What follows belongs to an exercise in optimizing a design on an open flow for small area and a short achievable clock period; a production flow would make more cautious choices. Where RTL was checked, it was by simulation tests only, not by an equivalence proof against the original. The clock input has no modelled driver; a real chip could not lean on it and would need a root buffer or a full tree. No activity file was given, so power comes from the tool's default toggle rates.

==> flow/design.v <==
module SPI_SLAVE (
    input  wire       CLK,
    input  wire       rst_n,
    input  wire       MOSI,
    input  wire       SS_n,
    input  wire       tx_valid,
    input  wire       tx_bit,      
    output wire [2:0] tx_idx,
    output reg        MISO,
    output reg  [9:0] rx_data,
    output wire       rx_valid
);
    localparam IDLE      = 3'b000;
    localparam CHK_CMD   = 3'b001;
    localparam WRITE     = 3'b010;
    localparam READ_ADDR = 3'b011;
    localparam READ_DATA = 3'b100;
    reg       read_flag;
    reg [3:0] ser_cnt;
    reg [2:0] CS;
    reg [2:0] NS;
    always @(posedge CLK, negedge rst_n) begin
        if (!rst_n) CS <= IDLE;
        else        CS <= NS;
    end
    always @(*) begin
        case (CS)
        IDLE      : NS = SS_n ? IDLE : CHK_CMD;
        CHK_CMD   : NS = SS_n ? IDLE : (!MOSI ? WRITE : (read_flag ? READ_DATA : READ_ADDR));
        WRITE     : NS = SS_n ? IDLE : WRITE;
        READ_ADDR : NS = SS_n ? IDLE : READ_ADDR;
        READ_DATA : NS = SS_n ? IDLE : READ_DATA;
        default   : NS = IDLE;
        endcase
    end
    always @(posedge CLK, negedge rst_n) begin
        if (!rst_n)                read_flag <= 1'b0;
        else if (CS == READ_ADDR)  read_flag <= 1'b1;
        else if (CS == READ_DATA)  read_flag <= 1'b0;
    end
    wire rx_rec_en = (CS == WRITE) || (CS == READ_ADDR) || (CS == READ_DATA && !tx_valid);
    wire tx_ser_en = (CS == READ_DATA) && tx_valid;
    always @(posedge CLK)
        rx_data <= {rx_data[8:0], MOSI};
    always @(posedge CLK, negedge rst_n) begin
        if (!rst_n) begin
            ser_cnt <= 4'b0;
            MISO    <= 1'b0;
        end
        else if (rx_rec_en && ser_cnt != 4'd10) begin
            ser_cnt <= ser_cnt + 1'b1;
        end
        else if (tx_ser_en && ser_cnt != 4'd8) begin
            MISO    <= tx_bit;
            ser_cnt <= ser_cnt + 1'b1;
        end
        else begin
            ser_cnt <= 4'b0;
        end
    end
    assign tx_idx   = ~ser_cnt[2:0];
    assign rx_valid = (ser_cnt == 4'd10);
endmodule
module RAM (
    input  wire       CLK,
    input  wire       rst_n,
    input  wire [9:0] din,
    input  wire       rx_valid,
    input  wire [2:0] tx_idx,
    output reg        tx_valid,
    output wire       tx_bit
);
    integer r, p;
    reg [2:0] ph;
    always @(posedge CLK)
        case (ph)
        3'd0: ph <= 3'd1;
        3'd1: ph <= 3'd2;
        3'd2: ph <= 3'd3;
        3'd3: ph <= 3'd4;
        3'd4: ph <= 3'd5;
        3'd5: ph <= 3'd6;
        3'd6: ph <= 3'd7;
        3'd7: ph <= 3'd0;
        default: ph <= 3'd0;
        endcase
    reg [7:0] address;
    reg       zflag;
    always @(posedge CLK)
        if (rx_valid && !din[8]) address <= din[7:0];
    always @(posedge CLK, negedge rst_n) begin
        if (!rst_n) begin
            zflag    <= 1'b1;
            tx_valid <= 1'b0;
        end
        else if (rx_valid) begin
            if (!din[8]) zflag <= 1'b0;
            tx_valid <= din[9] & din[8];
        end
    end
    wire [7:0] raddr = zflag ? 8'd0 : address;
    reg [7:0] wdata;
    reg       wact;
    reg [2:0] wcnt;
    reg       wz;
    wire      wload = rx_valid && din[9:8] == 2'b01;
    always @(posedge CLK) begin
        if (wload) begin
            wdata <= din[7:0];
            wact  <= 1'b1;
            wcnt  <= 3'd0;
            wz    <= zflag;
        end
        else begin
            if (wcnt == 3'd7) wact <= 1'b0;
            wcnt <= wcnt + 1'b1;
        end
    end
    wire [7:0] waddr = wz ? 8'd0 : address;
    wire       wbit  = wdata[~ph];
    reg [2047:0] mem;
    always @(posedge CLK)
        for (r = 0; r < 256; r = r + 1) begin
            for (p = 1; p < 8; p = p + 1)
                mem[8*r+p] <= mem[8*r+p-1];
            mem[8*r] <= (wact && waddr == r) ? wbit : mem[8*r+7];
        end
    reg [15:0] m1;
    always @(posedge CLK)
        for (r = 0; r < 16; r = r + 1)
            m1[r] <= mem[8*(16*r + raddr[3:0])];
    reg [7:0] S;
    always @(posedge CLK)
        S <= {S[6:2], m1[raddr[7:4]], S[0], S[7]};
    assign tx_bit = S[ph + tx_idx];
endmodule
module SPI_Wrapper (
    input  wire CLK,
    input  wire rst_n,
    input  wire SS_n,
    input  wire MOSI,
    output wire MISO
);
    wire [9:0] rx_data;
    wire [2:0] tx_idx;
    wire       rx_valid;
    wire       tx_valid;
    wire       tx_bit;
    SPI_SLAVE SLAVE (
        .CLK(CLK),
        .rst_n(rst_n),
        .SS_n(SS_n),
        .MOSI(MOSI),
        .tx_valid(tx_valid),
        .tx_bit(tx_bit),
        .tx_idx(tx_idx),
        .MISO(MISO),
        .rx_data(rx_data),
        .rx_valid(rx_valid)
    );
    RAM RAM (
        .CLK(CLK),
        .rst_n(rst_n),
        .din(rx_data),
        .rx_valid(rx_valid),
        .tx_idx(tx_idx),
        .tx_valid(tx_valid),
        .tx_bit(tx_bit)
    );
endmodule
clock: 4.0 ns
lec_check: 0
cap_margin: 40
core_margin: 2
core_utilization: 40
cts_buf_list: sky130_fd_sc_hd__clkbuf_16
cts_cluster_diameter: 80
cts_cluster_size: 30
setup_slack_margin: 2.0
slew_margin: 40
run.sh (not shown) runs the stock make flow with config.mk's settings and CLKGATE_MAP_FILE= SYNTH_SCRIPT=/design/flow/synth_recipe.tcl, a recipe that flattens the netlist after the stock synthesis.
The baseline produced a clean layout.
Next try:
--- a/flow/design.v
+++ b/flow/design.v
@@ -83,57 +83,54 @@
         3'd6: ph <= 3'd7;
         3'd7: ph <= 3'd0;
         default: ph <= 3'd0;
         endcase
     reg [7:0] address;
-    reg       zflag;
-    always @(posedge CLK)
-        if (rx_valid && !din[8]) address <= din[7:0];
     always @(posedge CLK, negedge rst_n) begin
         if (!rst_n) begin
-            zflag    <= 1'b1;
+            address  <= 8'b0;
             tx_valid <= 1'b0;
         end
         else if (rx_valid) begin
-            if (!din[8]) zflag <= 1'b0;
+            if (!din[8]) address <= din[7:0];
             tx_valid <= din[9] & din[8];
         end
     end
-    wire [7:0] raddr = zflag ? 8'd0 : address;
     reg [7:0] wdata;
+    reg [7:0] waddr;
     reg       wact;
     reg [2:0] wcnt;
-    reg       wz;
+    reg       wbit;
     wire      wload = rx_valid && din[9:8] == 2'b01;
     always @(posedge CLK) begin
         if (wload) begin
             wdata <= din[7:0];
+            waddr <= address;
             wact  <= 1'b1;
             wcnt  <= 3'd0;
-            wz    <= zflag;
         end
         else begin
             if (wcnt == 3'd7) wact <= 1'b0;
             wcnt <= wcnt + 1'b1;
         end
     end
-    wire [7:0] waddr = wz ? 8'd0 : address;
-    wire       wbit  = wdata[~ph];
+    always @(posedge CLK)
+        wbit <= wload ? din[~(ph + 3'd1)] : wdata[~(ph + 3'd1)];
     reg [2047:0] mem;
     always @(posedge CLK)
         for (r = 0; r < 256; r = r + 1) begin
             for (p = 1; p < 8; p = p + 1)
                 mem[8*r+p] <= mem[8*r+p-1];
             mem[8*r] <= (wact && waddr == r) ? wbit : mem[8*r+7];
         end
     reg [15:0] m1;
     always @(posedge CLK)
         for (r = 0; r < 16; r = r + 1)
-            m1[r] <= mem[8*(16*r + raddr[3:0])];
+            m1[r] <= mem[8*(16*r + address[3:0])];
     reg [7:0] S;
     always @(posedge CLK)
-        S <= {S[6:2], m1[raddr[7:4]], S[0], S[7]};
+        S <= {S[6:2], m1[address[7:4]], S[0], S[7]};
     assign tx_bit = S[ph + tx_idx];
 endmodule
 module SPI_Wrapper (
     input  wire CLK,
     input  wire rst_n,
- The changed run finished with timing, DRC and antenna clean
- setup slack is better by 24 ps
- global-route usage fell by 1.6 points
- register-to-register slack improves by 20 ps
- hold slack degrades by 270 ps
- total power increases by 1.2%
- sequential power hardly moves
- critical path depth is lower by 1
- clock skew rose by 9.8 ps
- non-clock buffer count falls by 68
- routed wire length shrinks by 13%
Function not checked in the second run of this note: the RTL went through the layout flow alone.

* * *

Another version of the RTL of SPI_Wrapper (not shown whole).
Size: roughly 3100 cells after synthesis, roughly 5 I/O pins, about 50000 um2 of cells after synthesis.
==> module RAM, before the edit <==
module RAM (
    input  wire       CLK,
    input  wire       rst_n,
    input  wire [9:0] din,
    input  wire       rx_valid,
    input  wire [2:0] tx_pos,
    output reg  [2:0] ph,
    output reg        tx_valid,
    output wire       tx_bit
);
    integer r, p, j;
    always @(posedge CLK)
        case (ph)
        3'd0: ph <= 3'd1;
        3'd1: ph <= 3'd2;
        3'd2: ph <= 3'd3;
        3'd3: ph <= 3'd4;
        3'd4: ph <= 3'd5;
        3'd5: ph <= 3'd6;
        3'd6: ph <= 3'd7;
        3'd7: ph <= 3'd0;
        default: ph <= 3'd0;
        endcase
    reg [7:0]  address;
    reg [15:0] asel;
    always @(posedge CLK, negedge rst_n) begin
        if (!rst_n) begin
            address  <= 8'b0;
            asel     <= 16'b1;
            tx_valid <= 1'b0;
        end
        else if (rx_valid) begin
            if (!din[8]) begin
                address <= din[7:0];
                asel    <= 16'b1 << din[3:0];
            end
            tx_valid <= din[9] & din[8];
        end
    end
    reg [7:0]  wdata;
    reg [15:0] whi;
    reg [15:0] wlo;
    reg [2:0]  wcnt;
    reg        wbit;
    wire       wload = rx_valid && din[9:8] == 2'b01;
    always @(posedge CLK) begin
        if (wload) begin
            wdata <= din[7:0];
            whi   <= 16'b1 << address[7:4];
            wlo   <= asel;
            wcnt  <= 3'd0;
        end
        else begin
            if (wcnt == 3'd7) whi <= 16'b0;
            wcnt <= wcnt + 1'b1;
        end
    end
    wire [2:0] wpos = ~(ph + 3'd1);
    always @(posedge CLK)
        wbit <= wload ? din[wpos] : wdata[wpos];
    reg [2047:0] mem;
    always @(posedge CLK)
        for (r = 0; r < 256; r = r + 1) begin
            for (p = 1; p < 8; p = p + 1)
                mem[8*r+p] <= mem[8*r+p-1];
            mem[8*r] <= (whi[r/16] && wlo[r%16]) ? wbit : mem[8*r+7];
        end
    reg [15:0] m1;
    reg        b;
    always @(posedge CLK)
        for (r = 0; r < 16; r = r + 1) begin
            b = 1'b0;
            for (j = 0; j < 16; j = j + 1)
                b = b | (asel[j] & mem[8*(16*r + j)]);
            m1[r] <= b;
        end
    reg [7:0] S;
    always @(posedge CLK)
        S <= {S[6:2], m1[address[7:4]], S[0], S[7]};
    assign tx_bit = S[tx_pos];
endmodule
export LEC_CHECK = 0
export CAP_MARGIN = 40
export CORE_MARGIN = 2
export CORE_UTILIZATION = 40
export SETUP_SLACK_MARGIN = 2.3
export SLEW_MARGIN = 40
create_clock -name core_clock -period 4.0 [get_ports {CLK}]
standard.sh (not shown) runs the stock make flow with config.mk's settings and CLKGATE_MAP_FILE= SYNTH_SCRIPT=/design/flow/synth_recipe.tcl, a recipe that flattens the netlist after the stock synthesis.
==> flow/flow/run.sh <==
#!/bin/bash
# The standard layout, with the clock tree built by flow/cts_hook.tcl.
set -euo pipefail
W=$(pwd)
bash standard.sh PRE_CTS_TCL="$W/flow/cts_hook.tcl" finish > "$W/orfs_make.log" 2>&1
Other scripts of this flow, unchanged in this note and not shown: flow/flow/cts_hook.tcl, flow/flow/mytree.tcl
The starting point finished with timing, DRC and antenna clean.
Then changed:
--- a/flow/design.v
+++ b/flow/design.v
@@ -101,12 +101,13 @@
         end
     end
     reg [7:0]  wdata;
     reg [15:0] whi;
     reg [15:0] wlo;
     reg [2:0]  wcnt;
+    reg [2:0]  wpos;
     reg        wbit;
     wire       wload = rx_valid && din[9:8] == 2'b01;
     always @(posedge CLK) begin
         if (wload) begin
             wdata <= din[7:0];
             whi   <= 16'b1 << address[7:4];
@@ -115,34 +116,39 @@
         end
         else begin
             if (wcnt == 3'd7) whi <= 16'b0;
             wcnt <= wcnt + 1'b1;
         end
     end
-    wire [2:0] wpos = ~(ph + 3'd1);
-    always @(posedge CLK)
+    always @(posedge CLK) begin
+        wpos <= ~(ph + 3'd2);
         wbit <= wload ? din[wpos] : wdata[wpos];
+    end
     reg [2047:0] mem;
     always @(posedge CLK)
         for (r = 0; r < 256; r = r + 1) begin
             for (p = 1; p < 8; p = p + 1)
                 mem[8*r+p] <= mem[8*r+p-1];
             mem[8*r] <= (whi[r/16] && wlo[r%16]) ? wbit : mem[8*r+7];
         end
     reg [15:0] m1;
+    reg [3:0]  m2;
     reg        b;
-    always @(posedge CLK)
+    always @(posedge CLK) begin
         for (r = 0; r < 16; r = r + 1) begin
             b = 1'b0;
             for (j = 0; j < 16; j = j + 1)
                 b = b | (asel[j] & mem[8*(16*r + j)]);
             m1[r] <= b;
         end
+        for (r = 0; r < 4; r = r + 1)
+            m2[r] <= m1[4*r + address[5:4]];
+    end
     reg [7:0] S;
     always @(posedge CLK)
-        S <= {S[6:2], m1[address[7:4]], S[0], S[7]};
+        S <= {S[6:3], m2[address[7:6]], S[1:0], S[7]};
     assign tx_bit = S[tx_pos];
 endmodule
 module SPI_Wrapper (
     input  wire CLK,
     input  wire rst_n,
     input  wire SS_n,
Outcome: Sequential power hardly moves. Cell count is about the same. Die area is higher by 0.47%. Cell area stays flat. Register-to-register slack gains 0.02 ns. Worst setup slack improved by 0.098 ns. Via count stays flat. Wire length came out higher by 1.5%. Sequential share of layout area climbs by 0.15 points. Total power rose by 0.46%. Synthesized cell count goes up by 0.39%. Utilization stays flat.
No run of this note takes its clock network from TritonCTS; it comes from the design's own scripts or RTL.

-- afterwards: timing with drivers on the ports --
In the flow no input, the clock included, has a driving cell. The finished layouts below were timed again as built, in two steps. Step 1 assumes that a clkbuf_16 drives the clock port and a buf_2 every other input. Step 2 adds t to the input delays and takes it off the output delays; t is the mean of the earliest and latest rising clock arrival at the registers after step 1. Input paths then give back, and output paths get back, about the clock's delay inside the block. Three values: no drivers, after step 1, after step 2; two values: the first two.
| run | shift t [ns] | slack for setup (ns) | worst setup path after step 2 | latest minus earliest clock arrival (ns) | worst data-port slew with drivers (ns) |
|---|---|---|---|---|---|
| the first run of note 1 | 0.746 | 1.904 / 1.904 / 1.904 | register to register | 0.034 / 0.033 | 0.03 |
| the second run of note 1 | 0.739 | 1.928 / 1.925 / 1.928 | register to register | 0.044 / 0.044 | 0.03 |
| the first run of note 2 | 0.635 | 2.094 / 1.933 / 2.139 | input to register | 0.039 / 0.039 | 0.03 |
| the second run of note 2 | 0.638 | 2.193 / 2.031 / 1.993 | input to register | 0.026 / 0.026 | 0.03 |
After both steps setup and hold are still met in every run listed. For the second run of note 2, which loses most, drivers alone change the setup slack by -0.162 ns; drivers and shift together by -0.200 ns.
